Context: an optimization exercise on an open-source flow, tuned for small area. The choices shown serve that exercise and are no tape-out recipe. Only simulation tests tie the RTL to the original design; equivalence was not proved.

==> inputs of run a <==
==> flow/design.v (excerpt) <==
module FIR_filter(data_in,data_out,reset,CLK,music);
input wire signed [15:0] data_in;
output wire signed [31:0] data_out;
input reset;
input music;
input CLK;
reg [15:0] r0;
reg [15:0] r1;
reg [15:0] r2;
reg [15:0] r3;
reg [15:0] r4;
reg [15:0] r5;
reg [15:0] r6;
reg [15:0] r7;
reg [15:0] r8;
reg [15:0] r9;
reg [15:0] r10;
reg [15:0] r11;
reg [15:0] r12;
reg [15:0] r13;
reg [15:0] r14;
reg [15:0] r15;
reg [15:0] r16;
reg [15:0] r17;
reg [15:0] r18;
always @(posedge CLK or negedge reset)
  if (!reset) begin
    r0 <= 16'd0;
    r1 <= 16'd0;
    r2 <= 16'd0;
    r3 <= 16'd0;
    r4 <= 16'd0;
    r5 <= 16'd0;
    r6 <= 16'd0;
    r7 <= 16'd0;
    r8 <= 16'd0;
    r9 <= 16'd0;
    r10 <= 16'd0;
    r11 <= 16'd0;
    r12 <= 16'd0;
    r13 <= 16'd0;
    r14 <= 16'd0;
    r15 <= 16'd0;
    r16 <= 16'd0;
    r17 <= 16'd0;
    r18 <= 16'd0;
  end else begin
    r0 <= data_in;
    r1 <= r0;
    r2 <= r1;
    r3 <= r2;
    r4 <= r3;
    r5 <= r4;
    r6 <= r5;
    r7 <= r6;
    r8 <= r7;
    r9 <= r8;
    r10 <= r9;
    r11 <= r10;
    r12 <= r11;
    r13 <= r12;
    r14 <= r13;
    r15 <= r14;
    r16 <= r15;
    r17 <= r16;
    r18 <= r17;
  end
wire s1 = r3[0] ^ r18[0];
wire c2 = r3[0] & r18[0];
wire s3 = r3[1] ^ r18[1] ^ c2;
wire c4 = (r3[1] & r18[1]) | (r3[1] & c2) | (r18[1] & c2);
wire s5 = r3[2] ^ r18[2] ^ c4;
  ...
export LEC_CHECK = 0
export CAP_MARGIN = 20
export CORE_MARGIN = 2
export CORE_UTILIZATION = 40
export CTS_BUF_LIST = sky130_fd_sc_hd__clkbuf_16
export CTS_CLUSTER_DIAMETER = 60
export CTS_CLUSTER_SIZE = 25
export SLEW_MARGIN = 20
create_clock -name core_clock -period 8.0 [get_ports {CLK}]
standard.sh (not shown) runs the stock make flow with config.mk's settings and CLKGATE_MAP_FILE= SYNTH_SCRIPT=/design/flow/synth_recipe.tcl, a recipe that flattens the netlist after the stock synthesis.
==> flow/flow/run.sh <==
#!/bin/bash
# Standard ORFS synthesis, then a netlist pass that re-chooses the polarity
# of the full-adder cells (a full adder is self-dual) to drop the inverters
# Yosys' extract_fa leaves between adders, then the standard layout.
set -euo pipefail
W=$(pwd)
R=$W/orfs/results/$FLOW_PLATFORM/FIR_filter/base
bash standard.sh synth > $W/synth.log 2>&1
cp $R/1_2_yosys.v $W/1_2_yosys.std.v
python3 $W/flow/polar.py $W/1_2_yosys.std.v $W/1_2_yosys.pol.v > $W/polar.log 2>&1
cp $W/1_2_yosys.pol.v $R/1_2_yosys.v
rm -f $R/1_synth.odb $R/1_synth.sdc
bash standard.sh finish > $W/layout.log 2>&1
Other scripts of this flow, unchanged in this note and not shown: flow/flow/polar.py
==> run b: changes against run a <==
--- a/flow/flow/run.sh
+++ b/flow/flow/run.sh
@@ -11,3 +11,4 @@
 cp $W/1_2_yosys.pol.v $R/1_2_yosys.v
 rm -f $R/1_synth.odb $R/1_synth.sdc
+export BUFFER_PORTS_ARGS="-buffer_cell sky130_fd_sc_hd__buf_1"
 bash standard.sh finish > $W/layout.log 2>&1
--- a/flow/config.mk
+++ b/flow/config.mk
@@ -9,6 +9,7 @@
 export CORE_MARGIN = 2
 export CORE_UTILIZATION = 40
-export CTS_BUF_LIST = sky130_fd_sc_hd__clkbuf_16
-export CTS_CLUSTER_DIAMETER = 60
-export CTS_CLUSTER_SIZE = 25
+export CTS_BUF_LIST = sky130_fd_sc_hd__clkbuf_8
+export CTS_CLUSTER_DIAMETER = 50
+export CTS_CLUSTER_SIZE = 18
+export GPL_TIMING_DRIVEN = 0
 export SLEW_MARGIN = 20
==> run c: changes against run a <==
--- a/flow/config.mk
+++ b/flow/config.mk
@@ -8,7 +8,7 @@
 export CAP_MARGIN = 20
 export CORE_MARGIN = 2
-export CORE_UTILIZATION = 40
-export CTS_BUF_LIST = sky130_fd_sc_hd__clkbuf_16
-export CTS_CLUSTER_DIAMETER = 60
-export CTS_CLUSTER_SIZE = 25
+export CORE_UTILIZATION = 65
+export CTS_BUF_LIST = sky130_fd_sc_hd__clkbuf_8
+export CTS_CLUSTER_DIAMETER = 50
+export CTS_CLUSTER_SIZE = 18
 export SLEW_MARGIN = 20
==> impl_results.md <==
- Status: no timing/DRC/antenna violations
- CTS HTree Levels: 2
- N_diodes: 2
- Row Count: 91
- Dpl cell area: about 0.027 sq mm
- Clkbuf count: 41
- Initial antenna violation count: 1
(the above is from run b)
==> impl_results.md <==
- Final non-filler cell total: 2007
- N_diodes: 0
- Initial drt markers: slightly below 700
- Synth Area per Inst: around 18 sq um
- Slowest stage cell on the critical path: fa_1
- Count of flip-flops and latches: 354
- Worst-path cell chain: ha_1, fa_1, fa_1, fa_1, fa_1, fa_1, fa_1, fa_1, fa_1, fa_1, fa_1, fa_1, fa_1, fa_1, fa_1
- Clkbuf count: 34
- CTS HTree Levels: 2
- Dpl cell area: 0.0262 sq mm
- Status: no timing/DRC/antenna violations
- Residual overflow from global routing: 0
- Row Count: ~70
- Initial antenna violation count: 0
(the above is from run c)
==> impl_results.md <==
- Status: no timing/DRC/antenna violations
- Inverter count: approximately 180
- Worst setup slack after placement: about 0.29 ns
- CTS HTree Levels: 1
- Row Count: 91
- Signal buffers share of area: between 2 and 3%
- Initial antenna violation count: 0
- Final non-filler cell total: 2322
- Clkbuf count: 25
- Drt drc: 0
- Dpl cell area: between 0.02 and 0.03 sq mm
- N_diodes: 0
(the above is from run a)

========
==> maple: inputs <==
FIR_filter, a different RTL version from the one above (not shown whole).
export LEC_CHECK = 0
export CAP_MARGIN = 20
export CORE_MARGIN = 2
export CORE_UTILIZATION = 40
export SLEW_MARGIN = 20
create_clock -name core_clock -period 8.0 [get_ports {CLK}]
==> flow/flow/run.sh <==
#!/bin/bash
# Standard ORFS synthesis, then a netlist pass that re-chooses the polarity
# of the full-adder cells (a full adder is self-dual) to drop the inverters
# Yosys' extract_fa leaves between adders, then the standard layout.
set -euo pipefail
W=$(pwd)
R=$W/orfs/results/$FLOW_PLATFORM/FIR_filter/base
bash standard.sh synth > $W/synth.log 2>&1
cp $R/1_2_yosys.v $W/1_2_yosys.std.v
python3 $W/flow/polar.py $W/1_2_yosys.std.v $W/1_2_yosys.pol.v > $W/polar.log 2>&1
cp $W/1_2_yosys.pol.v $R/1_2_yosys.v
rm -f $R/1_synth.odb $R/1_synth.sdc
export BUFFER_PORTS_ARGS="-buffer_cell sky130_fd_sc_hd__buf_1"
export CTS_ARGS="-sink_clustering_enable -repair_clock_nets -dont_use_dummy_load -buf_list sky130_fd_sc_hd__clkbuf_8 -sink_clustering_size 18 -sink_clustering_max_diameter 50"
bash standard.sh finish > $W/layout.log 2>&1
Other scripts of this flow, unchanged in this note and not shown: flow/flow/polar.py
==> onyx (differences from maple) <==
- CORE_UTILIZATION: 40 -> 65
- CTS_BUF_LIST: unset -> sky130_fd_sc_hd__clkbuf_8
- CTS_CLUSTER_DIAMETER: unset -> 50
- CTS_CLUSTER_SIZE: unset -> 18
==> out/qor.csv <==
metric;value;unit
fin_crit_sh;97.4;%
chipWidth;192;µm
firstDrtPassIters;5;
status;complete, no violations;
hold_end;r11[7];
multi_input_area_share;54.0;%
via_count;10100;
timing.hold.ws;0.341;ns
(the above is from onyx)
==> out/qor.csv <==
metric;value;unit
top_register;cs;
timing.hold.ws;0.342;ns
viasPerCell;4.62;
status;complete, no violations;
via_count;10100;
hold_end;r18[2];
fin_crit_sh;97.4;%
multi_input_area_share;52.9;%
firstDrtPassIters;4;
chipWidth;243;µm
(the above is from maple)

[what the ideal ports hide]
In the flow no input, the clock included, has a driving cell. The finished layouts below were timed again as built, in two steps. Step 1 (the two cells are an assumption about what drives the block):
set clk [get_ports {CLK}]
set_driving_cell -lib_cell sky130_fd_sc_hd__clkbuf_16 $clk
set_driving_cell -lib_cell sky130_fd_sc_hd__buf_2 [delete_from_list [all_inputs] $clk]
Step 2 also shifts input and output timing later by t, the mid clock arrival at the registers, as if the neighbouring blocks saw the same clock. Three values: ideal ports, drivers, drivers and shift; two values: the first two.
| run | t (ns) | slack for setup (ns) | worst slew at a driven data input, ns | pins driven straight from the clock port |
|---|---|---|---|---|
| run a | 0.637 | 0.276 / 0.276 / 0.276 | 0.05 | 1 |
| run b | 0.681 | 0.290 / 0.290 / 0.290 | 0.04 | 1 |
| run c | 0.665 | 0.254 / 0.254 / 0.254 | 0.05 | 1 |
| maple | 0.639 | 0.211 / 0.211 / 0.211 | 0.03 | 1 |
| onyx | 0.616 | 0.211 / 0.211 / 0.211 | 0.04 | 1 |
After both steps setup and hold are still met in every run listed.
